From an optimization exercise on the open Yosys and OpenROAD flow, aimed at small area; shortcuts taken in it are not production practice.
Function was checked by simulation only, so behaviour that the tests miss may differ from the original.
No activity file was given, so power comes from the tool's default toggle rates. The clock port is modelled as an ideal driver; clocking choices that lean on that would not hold on a real chip.

## run A
// instruction_cache
module instruction_cache (
		input  wire        clock,
		input  wire        reset,
		output wire [31:0] memory_address,
		output wire        memory_read,
		input  wire [63:0] memory_readdata,
		input  wire        memory_waitrequest,
		output wire [3:0]  memory_burstcount,
		input  wire        memory_readdatavalid,
		input  wire [31:0] core_inst_address,
		output wire [31:0] core_instruction,
		output wire        core_waitrequest,
		input  wire        core_read,
		output wire        core_inst_valid
	);
clock: 15.0 ns
lec_check: 0
cap_margin: 20
core_margin: 2
core_utilization: 74
cts_cluster_diameter: 70
cts_cluster_size: 28
slew_margin: 30
synth_hierarchical: 1
synth_memory_max_bits: 16384
standard.sh (not shown) runs the stock make flow with config.mk's settings and CLKGATE_MAP_FILE= SYNTH_SCRIPT=/design/flow/synth_recipe.tcl, a recipe that flattens the netlist after the stock synthesis.
==> flow/flow/run.sh <==
#!/bin/bash
# Layout flow: the standard flow (standard.sh, unchanged synthesis and
# every other step) with two settings passed to ORFS through the
# environment:
#  - the clock tree is built without dummy loads (same clustering as
#    config.mk's CTS_CLUSTER_SIZE / CTS_CLUSTER_DIAMETER);
#  - the input and output ports are buffered with buf_1 cells.
# standard.sh's full output goes to standard.log in the work folder.
set -o pipefail
export CTS_ARGS="-sink_clustering_enable -repair_clock_nets -sink_clustering_size 28 -sink_clustering_max_diameter 70 -dont_use_dummy_load"
export BUFFER_PORTS_ARGS="-buffer_cell sky130_fd_sc_hd__buf_1"
bash standard.sh > standard.log 2>&1
Run A finished every stage and its layout cleared the timing, DRC and antenna checks.
Inputs modified between run A and run B:
- CTS_CLUSTER_DIAMETER now 75, was 70
- CTS_CLUSTER_SIZE now 26, was 28
- CORE_UTILIZATION now 70, was 74
-- flow/flow/run.sh --
<<< run A, line 10
export CTS_ARGS="-sink_clustering_enable -repair_clock_nets -sink_clustering_size 28 -sink_clustering_max_diameter 70 -dont_use_dummy_load"
>>> run B, line 10
export CTS_ARGS="-sink_clustering_enable -repair_clock_nets -sink_clustering_size 26 -sink_clustering_max_diameter 75 -dont_use_dummy_load"
Results
Run A → run B: maximum number of pins on one net before global-route repair picked up an extra 1, total power was more or less identical, final count of negative-setup-slack endpoints held steady.
On total non-filler cell area in the finished layout, run B tracks run A almost exactly.
Going from run A to run B, final cell count grew slightly.
Clock skew after layout delta (run B -> run A): insignificant
Final critical path time including I/O delays and setup: run B vs run A up 0.031 ns
From run A to run B the numbers moved as follows: number of placed cells counting well taps now larger, count of routing violations after the opening detailed-route iteration now smaller.
--- input diff run B..run C ---
- a change of CTS_CLUSTER_DIAMETER from 75 to 70
- a change of CTS_CLUSTER_SIZE from 26 to 30
-- flow/flow/run.sh --
<<< run B, line 10
export CTS_ARGS="-sink_clustering_enable -repair_clock_nets -sink_clustering_size 26 -sink_clustering_max_diameter 75 -dont_use_dummy_load"
>>> run C, line 10
export CTS_ARGS="-sink_clustering_enable -repair_clock_nets -sink_clustering_size 30 -sink_clustering_max_diameter 70 -dont_use_dummy_load"
Notes after the runs:
On area of the die, run B and run C are basically level. Run B and run C ended up with nearly the same placed instance area. On setup slack after layout, run C does better than run B. | fraction of layout instances using a drive strength above 1 | run C vs run B | 0.19 points lower |. Compared to run B, run C has growth of design area from synthesis to finish 0.35 points lower. Compared with run B, in run C global routing met2 resource utilization closely matched the old numbers, global-route total usage across every layer now sits lower, number of global-route vias before repair decreased by 577 relative to the old numbers, maximum clock frequency climbed about 1.1%, cell area after layout lower. After detailed routing, run B needs more wire than run C.
Relative to run C, the following input files were edited for run D:
- a change of CTS_CLUSTER_SIZE from 30 to 28
-- flow/flow/run.sh --
<<< run C, line 10
export CTS_ARGS="-sink_clustering_enable -repair_clock_nets -sink_clustering_size 30 -sink_clustering_max_diameter 70 -dont_use_dummy_load"
>>> run D, line 10
export CTS_ARGS="-sink_clustering_enable -repair_clock_nets -sink_clustering_size 28 -sink_clustering_max_diameter 70 -dont_use_dummy_load"
Notes after the runs:
- Diff run C -> run D: wire length flat, number of rows created at floorplan did not really move.
- Compared to run C, run D has clock group share of total power 0.4 points higher.
- [compare] base=run C new=run D: leakage power of the design level, share of synthesized flip-flops with an asynchronous set or reset level, portion of the layout cell area used by clock cells moved up, via count level.
- Re time the final worst path needs with I/O delays and setup: run C was lower than run D.
- Taking run C as the reference, in run D synthesis-to-layout area growth shows an increase of 0.22 points, post-cts gate resize count stayed essentially flat, routability-driven placement congestion ratio roughly the same.

---

## oak
Another version of the RTL of instruction_cache (not shown whole).
Size: roughly 9,200 flip-flops, about 240,000 µm² of cells after synthesis.
Settings: LEC_CHECK=0, CAP_MARGIN=20, CORE_MARGIN=2, CORE_UTILIZATION=70, CTS_CLUSTER_DIAMETER=80, CTS_CLUSTER_SIZE=24, SLEW_MARGIN=35, SYNTH_HIERARCHICAL=1, SYNTH_MEMORY_MAX_BITS=16384; clock period 15.0 ns.
run.sh (not shown) runs the stock make flow with config.mk's settings and CLKGATE_MAP_FILE= SYNTH_SCRIPT=/design/flow/synth_recipe.tcl, a recipe that flattens the netlist after the stock synthesis.
Stock flow here: none of the scripts above is used.
Input-level comparison between pine and oak:
Settings: a change of SLEW_MARGIN from 35 to 45.
==> flow/flow/run.sh (new file) <==
#!/bin/bash
# Layout flow: the standard flow (standard.sh, unchanged synthesis and
# every other step) with two settings passed to ORFS through the
# environment:
#  - the clock tree is built without dummy loads (same clustering as
#    config.mk's CTS_CLUSTER_SIZE / CTS_CLUSTER_DIAMETER);
#  - the input and output ports are buffered with buf_1 cells.
# standard.sh's full output goes to standard.log in the work folder.
set -o pipefail
export CTS_ARGS="-sink_clustering_enable -repair_clock_nets -sink_clustering_size 24 -sink_clustering_max_diameter 80 -dont_use_dummy_load"
export BUFFER_PORTS_ARGS="-buffer_cell sky130_fd_sc_hd__buf_1"
bash standard.sh > standard.log 2>&1
==> flow/standard.sh (new file) <==
#!/bin/bash
# synth_recipe.tcl (not shown) runs the flow's synth.tcl, then flattens the netlist and writes it again
# the make line also repeats each setting of config.mk as NAME=value (left out here)
make -C /OpenROAD-flow-scripts/flow DESIGN_CONFIG=/design/flow/config.mk WORK_HOME=/design/flow/orfs CLKGATE_MAP_FILE= SYNTH_SCRIPT=/design/flow/synth_recipe.tcl "${@:-finish}"
removed: flow/run.sh
Notes after the runs:
From oak to pine the numbers moved as follows: final critical delay including setup and external delays went down, minimum setup slack among reg-to-reg paths went up, first-pass iteration count of the detailed router went down, areal power density over the cells went down, worst endpoint data arrival time went down. Having completed the whole flow, oak delivered a layout that passed the timing, DRC and antenna checks. In pine the implementation completed, yet the final layout does not meet the checks, the culprit being antenna rules.
What birch does differently from pine at the input level:
Settings: SLEW_MARGIN: 45 -> 20; CTS_CLUSTER_DIAMETER: 80 -> 70; CTS_CLUSTER_SIZE: 24 -> 28.
==> flow/run.sh (new file) <==
#!/bin/bash
# synth_recipe.tcl (not shown) runs the flow's synth.tcl, then flattens the netlist and writes it again
# the make line also repeats each setting of config.mk as NAME=value (left out here)
make -C /OpenROAD-flow-scripts/flow DESIGN_CONFIG=/design/flow/config.mk WORK_HOME=/design/flow/orfs CLKGATE_MAP_FILE= SYNTH_SCRIPT=/design/flow/synth_recipe.tcl finish
removed: flow/flow/run.sh
removed: flow/standard.sh
--- outcome ---
Not one of birch and pine finished clean. Ran to the end and failed final checks on antenna rules: pine. Every stage of birch finished as expected; the final checks, on the other hand, flagged slew limit, which means the layout fails. Changes observed in birch relative to pine: share of the final layout cell area in sequential cells rose 0.23 points; final worst setup slack fell 410 ps; total number of nets in the final design fell 126; cell depth of the worst hold path about even. Compared with pine, in birch placed cell area closely matched the old numbers; initial antenna violation count shrank by 5.0%.

-- re-timing with driven ports --
Ports are ideal in the flow. The routed layouts listed here were re-timed in OpenROAD. Step 1: set_driving_cell puts a clkbuf_16 on clock and a buf_2 on each other input, an assumption about the parent block. Step 2 adds t to the input delays and takes it off the output delays; t is the mean of the earliest and latest rising clock arrival at the registers after step 1. Input paths then give back, and output paths get back, about the clock's delay inside the block. Three values: ideal ports, drivers, drivers and shift; two values: the first two.
run	t (ns)	setup slack, ns	worst hold slack (ns)	worst setup path after step 2	pins driven straight from the clock port
run A	1.124	2.039 / 2.019 / 2.019	0.300 / 0.300 / 0.300	input to output	1
run B	1.143	2.009 / 1.983 / 1.983	0.301 / 0.301 / 0.301	input to output	1
run C	1.113	2.152 / 2.126 / 2.126	0.297 / 0.297 / 0.297	input to output	1
run D	1.122	2.042 / 2.016 / 2.016	0.284 / 0.284 / 0.284	input to output	1
oak	1.161	2.660 / 2.639 / 2.639	0.304 / 0.304 / 0.304	input to output	1
pine	1.154	3.004 / 2.983 / 2.983	0.302 / 0.302 / 0.302	input to output	1
birch	1.155	2.594 / 2.571 / 2.571	0.321 / 0.321 / 0.321	input to output	1
